This design comes from an exercise in tuning for small area on the open sky130 flow, not from production work. Only simulation tests tie the RTL to the original design; equivalence was not proved.

// inp_handler
module inp_handler(SW, GPIO_0, HEX0, HEX1, HEX2, HEX3, HEX4, HEX5, clk, reset, MTL2_R, MTL2_G, MTL2_B, MTL2_HSD,
MTL2_VSD);
Settings: LEC_CHECK=0, CAP_MARGIN=20, CORE_MARGIN=2, CORE_UTILIZATION=40, CTS_BUF_LIST=sky130_fd_sc_hd__clkbuf_8, CTS_CLUSTER_DIAMETER=70, CTS_CLUSTER_SIZE=16, SLEW_MARGIN=20, SYNTH_HIERARCHICAL=1, SYNTH_MINIMUM_KEEP_SIZE=0; clock period 80.0 ns.
run.sh (not shown) runs the stock make flow with config.mk's settings and CLKGATE_MAP_FILE= SYNTH_SCRIPT=/design/flow/synth_recipe.tcl, a recipe that flattens the netlist after the stock synthesis.
The baseline passed the timing, design-rule and antenna checks.
==> next run, changes <==
==> flow/flow/run.sh (new file) <==
#!/bin/bash
set -euo pipefail
here=$(pwd)
cp config.mk config_layout.mk
echo "export BUFFER_PORTS_ARGS = -buffer_cell sky130_fd_sc_hd__buf_1" >> config_layout.mk
echo "export CTS_ARGS = -sink_clustering_enable -repair_clock_nets -sink_clustering_size 11 -sink_clustering_max_diameter 70 -buf_list {sky130_fd_sc_hd__clkbuf_4 sky130_fd_sc_hd__clkbuf_8} -dont_use_dummy_load" >> config_layout.mk
sed "s#$here/config.mk#$here/config_layout.mk#g" standard.sh > standard_layout.sh
grep -q "config_layout.mk" standard_layout.sh
bash standard_layout.sh > flow.log 2>&1
==> flow/standard.sh (new file) <==
#!/bin/bash
# synth_recipe.tcl (not shown) runs the flow's synth.tcl, then flattens the netlist and writes it again
# the make line also repeats each setting of config.mk as NAME=value (left out here)
make -C /OpenROAD-flow-scripts/flow DESIGN_CONFIG=/design/flow/config.mk WORK_HOME=/design/flow/orfs CLKGATE_MAP_FILE= SYNTH_SCRIPT=/design/flow/synth_recipe.tcl "${@:-finish}"
--- a/flow/config.mk
+++ b/flow/config.mk
@@ -10,5 +10,5 @@
 export CORE_UTILIZATION = 40
-export CTS_BUF_LIST = sky130_fd_sc_hd__clkbuf_8
+export CTS_BUF_LIST = sky130_fd_sc_hd__clkbuf_4 sky130_fd_sc_hd__clkbuf_8
 export CTS_CLUSTER_DIAMETER = 70
-export CTS_CLUSTER_SIZE = 16
+export CTS_CLUSTER_SIZE = 11
 export SLEW_MARGIN = 20
removed: flow/run.sh
Outcome:
- The changed run completed without violations
- core utilization is lower by 0.27 points
- cell area is lower by 0.62%
- routed wire length stays flat
- die area does not change
- sequential cell count is unchanged
- via count is about the same
- area after synthesis is unchanged

== v40 ==
Starting RTL as in the previous note.
make LEC_CHECK=0 CAP_MARGIN=20 CORE_MARGIN=2 CORE_UTILIZATION=40 CTS_BUF_LIST='sky130_fd_sc_hd__clkbuf_4 sky130_fd_sc_hd__clkbuf_8' CTS_CLUSTER_DIAMETER=70 CTS_CLUSTER_SIZE=11 SLEW_MARGIN=20 SYNTH_HIERARCHICAL=1 SYNTH_MINIMUM_KEEP_SIZE=0 finish   # period 80.0 ns
Stock flow here: none of the scripts above is used.
v40 reached the final stage; the timing, design-rule and antenna checks on its layout passed.
The inputs of v44 differ from those of v40 as listed below.
# v40
export LEC_CHECK = 0
export CAP_MARGIN = 20
export CORE_MARGIN = 2
export CORE_UTILIZATION = 40
export CTS_BUF_LIST = sky130_fd_sc_hd__clkbuf_4 sky130_fd_sc_hd__clkbuf_8
export CTS_CLUSTER_DIAMETER = 70
export CTS_CLUSTER_SIZE = 11
export SLEW_MARGIN = 20
export SYNTH_HIERARCHICAL = 1
export SYNTH_MINIMUM_KEEP_SIZE = 0
create_clock -name core_clock -period 80.0 [get_ports {clk}]
# v44
export LEC_CHECK = 0
export CAP_MARGIN = 20
export CORE_MARGIN = 2
export CORE_UTILIZATION = 40
export CTS_BUF_LIST = sky130_fd_sc_hd__clkbuf_4 sky130_fd_sc_hd__clkbuf_8
export SLEW_MARGIN = 20
export SYNTH_HIERARCHICAL = 1
export SYNTH_MINIMUM_KEEP_SIZE = 0
create_clock -name core_clock -period 80.0 [get_ports {clk}]
## What came out
Looking at v40 and v44, the quantity of hold-fixing buffers added after cts is a wash.
Area: v44 vs v40 -> v44 larger
NOTE met2 layer wire length in the routed design v40->v44 increased slightly
For count of final max-slew check failures, v40 and v44 come out practically identical.
Worst max-slew margin expressed relative to the limit: v44 < v40
Diff v40 -> v44: clock-cell share of area has increased, post-route fraction of the period consumed by the critical path shows no meaningful change, signed area change from the synthesized netlist to the final layout now sits higher.
For v32, these inputs were changed with respect to v44:
# v44
export LEC_CHECK = 0
export CAP_MARGIN = 20
export CORE_MARGIN = 2
export CORE_UTILIZATION = 40
export CTS_BUF_LIST = sky130_fd_sc_hd__clkbuf_4 sky130_fd_sc_hd__clkbuf_8
export SLEW_MARGIN = 20
export SYNTH_HIERARCHICAL = 1
export SYNTH_MINIMUM_KEEP_SIZE = 0
create_clock -name core_clock -period 80.0 [get_ports {clk}]
# v32
export LEC_CHECK = 0
export CAP_MARGIN = 20
export CORE_MARGIN = 2
export CORE_UTILIZATION = 40
export CTS_BUF_LIST = sky130_fd_sc_hd__clkbuf_4 sky130_fd_sc_hd__clkbuf_8
export CTS_CLUSTER_DIAMETER = 80
export CTS_CLUSTER_SIZE = 14
export SLEW_MARGIN = 20
export SYNTH_HIERARCHICAL = 1
export SYNTH_MINIMUM_KEEP_SIZE = 0
create_clock -name core_clock -period 80.0 [get_ports {clk}]
- Summary of v32 over v44: cell area moved down, proportion of layout cells with a drive suffix above 1 has decreased, clock-buffer cell count shows a reduction of 42.
- Between v44 and v32, the difference in via count is negligible.
For v52, these inputs were changed with respect to v32:
# v32
export LEC_CHECK = 0
export CAP_MARGIN = 20
export CORE_MARGIN = 2
export CORE_UTILIZATION = 40
export CTS_BUF_LIST = sky130_fd_sc_hd__clkbuf_4 sky130_fd_sc_hd__clkbuf_8
export CTS_CLUSTER_DIAMETER = 80
export CTS_CLUSTER_SIZE = 14
export SLEW_MARGIN = 20
export SYNTH_HIERARCHICAL = 1
export SYNTH_MINIMUM_KEEP_SIZE = 0
create_clock -name core_clock -period 80.0 [get_ports {clk}]
# v52
export LEC_CHECK = 0
export CAP_MARGIN = 20
export CORE_MARGIN = 2
export CORE_UTILIZATION = 40
export CTS_BUF_LIST = sky130_fd_sc_hd__clkbuf_4 sky130_fd_sc_hd__clkbuf_8
export SLEW_MARGIN = 20
export SYNTH_HIERARCHICAL = 1
export SYNTH_MINIMUM_KEEP_SIZE = 0
create_clock -name core_clock -period 80.0 [get_ports {clk}]
==> flow/flow/run.sh (new file) <==
#!/bin/bash
# Layout flow: the standard layout (standard.sh) with the standard
# synthesis, changed only in two layout settings: the port buffers use the
# smallest buffer cell (the ports drive or see only light loads), and clock
# tree synthesis adds no dummy loads (the clock buffers the flow asks for are
# kept). Every other step is the standard flow's.
set -euo pipefail
here=$(pwd)
cp config.mk config_layout.mk
echo "export BUFFER_PORTS_ARGS = -buffer_cell sky130_fd_sc_hd__buf_1" >> config_layout.mk
echo "export CTS_ARGS = -sink_clustering_enable -repair_clock_nets -buf_list {sky130_fd_sc_hd__clkbuf_4 sky130_fd_sc_hd__clkbuf_8} -dont_use_dummy_load" >> config_layout.mk
sed "s#$here/config.mk#$here/config_layout.mk#g" standard.sh > standard_layout.sh
grep -q "config_layout.mk" standard_layout.sh
bash standard_layout.sh > flow.log 2>&1
==> flow/standard.sh (new file) <==
#!/bin/bash
# synth_recipe.tcl (not shown) runs the flow's synth.tcl, then flattens the netlist and writes it again
# the make line also repeats each setting of config.mk as NAME=value (left out here)
make -C /OpenROAD-flow-scripts/flow DESIGN_CONFIG=/design/flow/config.mk WORK_HOME=/design/flow/orfs CLKGATE_MAP_FILE= SYNTH_SCRIPT=/design/flow/synth_recipe.tcl "${@:-finish}"
removed: flow/run.sh
[summary]
The setup slack of v52 is larger than that of v32.
Looking at iteration-0 DRC count of the detailed router, v52 sits 98 above v32.
Diff v32 and v52: multi-input logic portion of the cell area lower in v32
Any difference in sequential fraction of total cell area between v52 and v32 is small enough to ignore.

## re-timing with driven ports
Ports are ideal in the flow. The routed layouts listed here were re-timed in OpenROAD.
Step 1, drivers: a clkbuf_16 drives clk and a buf_2 each remaining input, both assumed.
Step 2 moves the port delays by t, midway between the first and last clock arrival at a register: inputs arrive t later, outputs are due t later. That takes back most of the time a late clock gives input paths.
a / b / c = ideal ports / drivers / drivers and shift; a / b = the first two.
run | t (ns) | setup slack, ns | hold slack, ns | clock arrival spread, ns | pins driven straight from the clock port
the first run of note 1 | 0.694 | 40.520 / 40.520 / 40.415 | 0.386 / 0.386 / 0.386 | 0.048 / 0.048 | 1
the second run of note 1 | 0.629 | 41.430 / 41.430 / 41.382 | 0.378 / 0.378 / 0.378 | 0.083 / 0.083 | 1
v40 | 0.646 | 40.614 / 40.614 / 40.372 | 0.372 / 0.372 / 0.372 | 0.032 / 0.032 | 1
v44 | 0.676 | 40.544 / 40.544 / 40.355 | 0.374 / 0.374 / 0.374 | 0.028 / 0.028 | 1
v32 | 0.690 | 40.634 / 40.634 / 40.362 | 0.367 / 0.367 / 0.367 | 0.049 / 0.049 | 1
v52 | 0.652 | 41.290 / 41.290 / 41.290 | 0.369 / 0.369 / 0.369 | 0.096 / 0.096 | 1
After both steps every run listed still meets setup and hold. The setup slack of v32, which loses most, moves by 0.000 ns with the drivers and by -0.272 ns with both steps.
